From an optimization exercise on the open Yosys and OpenROAD flow, aimed at small area, a short achievable clock period and few clock cycles per item; shortcuts taken in it are not production practice.
Only simulation tests tie the RTL to the original design; equivalence was not proved.

==> inputs of build 45 <==
==> flow/design.v (excerpt) <==
module mult(
	input clk, rst, start, in_is_signed,
	input [31:0] in_a, in_b,
	output mult_status,
	output [63:0] s);
==> flow/config.mk <==
export PLATFORM = sky130hd
export DESIGN_NAME = mult
export DESIGN_NICKNAME = mult
export VERILOG_FILES = /design/flow/design.v
export SDC_FILE = /design/flow/constraint.sdc
export NUM_CORES = 4
export LEC_CHECK = 0
export ABC_AREA = 1
export CAP_MARGIN = 20
export CORE_MARGIN = 2
export CORE_UTILIZATION = 40
export SLEW_MARGIN = 20
export SYNTH_HIERARCHICAL = 1
==> flow/constraint.sdc <==
create_clock -name core_clock -period 50.0 [get_ports {clk}]
set_input_delay 10.0000 -clock core_clock [delete_from_list [all_inputs] [get_ports {clk}]]
set_output_delay 10.0000 -clock core_clock [all_outputs]
set_load 0.01 [all_outputs]
standard.sh (not shown) runs the stock make flow with config.mk's settings and CLKGATE_MAP_FILE= SYNTH_SCRIPT=/design/flow/synth_recipe.tcl, a recipe that flattens the netlist after the stock synthesis.
==> flow/flow/run.sh <==
#!/bin/bash
set -euo pipefail
export BUFFER_PORTS_ARGS="-buffer_cell sky130_fd_sc_hd__buf_2"
bash standard.sh > standard.log 2>&1
==> trial 64: changes against build 45 <==
--- a/flow/design.v
+++ b/flow/design.v
@@ -1,15 +1,13 @@
 module mult(
 	input clk, rst, start, in_is_signed,
 	input [31:0] in_a, in_b,
 	output mult_status,
 	output [63:0] s);
-	reg [32:0] n_b;	 
-	wire [32:0] n = ~n_b;
+	reg [32:0] n;	 
 	reg busy;
-	reg [8:0] one_b, two_b, neg;	 
-	wire [8:0] one = ~one_b, two = ~two_b;
+	reg [8:0] one, two, neg;	 
 	reg [17:0] wlo;	 
 	reg [45:0] acc;	 
 	assign mult_status = busy;
 	wire sha = &in_a[31:17] | ~|in_a[31:17];
 	wire shb = &in_b[31:17] | ~|in_b[31:17];
@@ -51,18 +49,18 @@
 	always @(posedge clk) begin
 		if (rst) begin
 			busy <= 1'b0;
 		end else if (!busy) begin
 			if (start) begin
-				n_b <= ~{in_is_signed & nn[31], nn};
-				one_b <= ~one_n; two_b <= ~two_n; neg <= neg_n;
+				n <= {in_is_signed & nn[31], nn};
+				one <= one_n; two <= two_n; neg <= neg_n;
 				acc <= (corr & (sha | shb)) ? {nn, 14'b0} : 46'b0;
 				busy <= ~(sha | shb);
 			end
 		end else begin
 			acc <= s[45:0];
-			one_b <= ~one_n; two_b <= ~two_n; neg <= neg_n;
+			one <= one_n; two <= two_n; neg <= neg_n;
 			busy <= 1'b0;
 		end
 	end
 	always @(posedge clk)
 		wlo <= mlo;
--- a/flow/config.mk
+++ b/flow/config.mk
@@ -6,8 +6,9 @@
 export NUM_CORES = 4
 export LEC_CHECK = 0
 export ABC_AREA = 1
 export CAP_MARGIN = 20
 export CORE_MARGIN = 2
-export CORE_UTILIZATION = 40
+export CORE_UTILIZATION = 60
+export PLACE_DENSITY = 0.75
 export SLEW_MARGIN = 20
 export SYNTH_HIERARCHICAL = 1
==> build 67: changes against build 45 <==
--- a/flow/config.mk
+++ b/flow/config.mk
@@ -7,7 +7,8 @@
 export LEC_CHECK = 0
 export ABC_AREA = 1
 export CAP_MARGIN = 20
 export CORE_MARGIN = 2
 export CORE_UTILIZATION = 40
+export GPL_TIMING_DRIVEN = 0
 export SLEW_MARGIN = 20
 export SYNTH_HIERARCHICAL = 1
==> trial 47: changes against build 45 <==
--- a/flow/design.v
+++ b/flow/design.v
@@ -1,15 +1,13 @@
 module mult(
 	input clk, rst, start, in_is_signed,
 	input [31:0] in_a, in_b,
 	output mult_status,
 	output [63:0] s);
-	reg [32:0] n_b;	 
-	wire [32:0] n = ~n_b;
+	reg [32:0] n;	 
 	reg busy;
-	reg [8:0] one_b, two_b, neg;	 
-	wire [8:0] one = ~one_b, two = ~two_b;
+	reg [8:0] one, two, neg;	 
 	reg [17:0] wlo;	 
 	reg [45:0] acc;	 
 	assign mult_status = busy;
 	wire sha = &in_a[31:17] | ~|in_a[31:17];
 	wire shb = &in_b[31:17] | ~|in_b[31:17];
@@ -51,18 +49,18 @@
 	always @(posedge clk) begin
 		if (rst) begin
 			busy <= 1'b0;
 		end else if (!busy) begin
 			if (start) begin
-				n_b <= ~{in_is_signed & nn[31], nn};
-				one_b <= ~one_n; two_b <= ~two_n; neg <= neg_n;
+				n <= {in_is_signed & nn[31], nn};
+				one <= one_n; two <= two_n; neg <= neg_n;
 				acc <= (corr & (sha | shb)) ? {nn, 14'b0} : 46'b0;
 				busy <= ~(sha | shb);
 			end
 		end else begin
 			acc <= s[45:0];
-			one_b <= ~one_n; two_b <= ~two_n; neg <= neg_n;
+			one <= one_n; two <= two_n; neg <= neg_n;
 			busy <= 1'b0;
 		end
 	end
 	always @(posedge clk)
 		wlo <= mlo;
==> flow/config.mk (replaced) <==
export PLATFORM = sky130hd
export DESIGN_NAME = mult
export DESIGN_NICKNAME = mult
export VERILOG_FILES = /design/flow/design.v
export SDC_FILE = /design/flow/constraint.sdc
export NUM_CORES = 4
export LEC_CHECK = 0
export ABC_AREA = 1
export CAP_MARGIN = 60
export CORE_MARGIN = 2
export CORE_UTILIZATION = 40
export SLEW_MARGIN = 80
export SYNTH_HIERARCHICAL = 1
==> results.txt <==
- In build 45 the worst hold slack is higher than in trial 47, by 0.039 ns.
- The lowest first-iteration DRC count belongs to build 67, the highest to trial 64.
- Sequential share of layout area: trial 47 < build 67 < build 45 < trial 64.
- In area after synthesis, build 45 and trial 64 hardly differ.
- In count of clock-buffer cells in the layout, build 67 and trial 47 do not differ.
- The lowest routed wire length belongs to trial 64, the highest to build 67.
- Global-route usage, lowest first: build 45, trial 47, build 67, trial 64.
- In trial 64 the final cell count is smaller than in trial 47, by about 9%.
==> figures <==
item                                                                        trial 64      build 45      build 67      trial 47
Total Routing Usage GR                                                        37.85%        25.98%        29.12%        26.24%
Max Fanout on Critical Path                                                       32            18            10            19
Post-Syn Instances                                                              2064          2056          2056          2064
FP Rows                                                                           65            80            80            80
DP Wirelength                                                               44.39 mm      45.33 mm      58.77 mm      49.42 mm
Final Cell Area                                                            20580 um2     20670 um2     21240 um2     22490 um2
Result of the run                                           timing/DRC/antenna clean  timing/DRC/antenna clean  timing/DRC/antenna clean  timing/DRC/antenna clean
Met3 routed WL                                                              7.902 mm      6.590 mm      6.555 mm      6.682 mm
Share of final-layout standard cells stronger than drive strength 1           10.81%        11.74%        9.744%        17.63%
Startpoint of the worst register-to-register path                             one[0]       n_b[22]       n_b[17]        neg[0]
Number of antenna diodes                                                           0             0             2             0
Effective utilization at floorplan                                            60.82%        40.28%        40.28%        40.35%
Net total in the final layout                                                   2535          2487          2652          2581
Vertical die dimension                                                      182.6 um      222.6 um      222.6 um      222.8 um
Most frequent standard cell in the layout excluding fill and tap cells        xor2_1        xor2_1        xor2_1             -
Worst-case headroom to the max-slew limit                                     30.63%        27.87%        38.28%        78.37%
Hold Path End                                                                 neg[8]        neg[0]        neg[4]          busy
Distinct cell type count of the synthesized netlist                               37            39            39            37
Testbench counts of build 45, summed over its fixed seeds: cycles 4,019, items 3,200.
Testbench counts of trial 64, summed over its fixed seeds: cycles 4,019, items 3,200.
Testbench counts of build 67, summed over its fixed seeds: cycles 4,019, items 3,200.
Testbench counts of trial 47, summed over its fixed seeds: cycles 4,019, items 3,200.

## re-timing with driven ports
The flow's constraints put no driver on any port. The routed layouts listed below were extracted and timed again, unchanged, in two steps. Step 1, drivers: a clkbuf_16 drives clk and a buf_2 each remaining input, both assumed. Step 2 moves the port delays by t, midway between the first and last clock arrival at a register: inputs arrive t later, outputs are due t later. That takes back most of the time a late clock gives input paths. Slacks: ideal ports / drivers / drivers and shift; pairs: ideal ports / drivers.
run	t, ns	slack for setup (ns)	worst setup path after step 2
build 45	0.487	33.249 / 33.198 / 33.686	register to output
trial 64	0.476	32.937 / 32.884 / 33.360	register to output
build 67	0.476	32.566 / 32.515 / 32.991	register to output
trial 47	0.491	33.596 / 33.549 / 34.040	register to output
After both steps setup and hold are still met in every run listed.
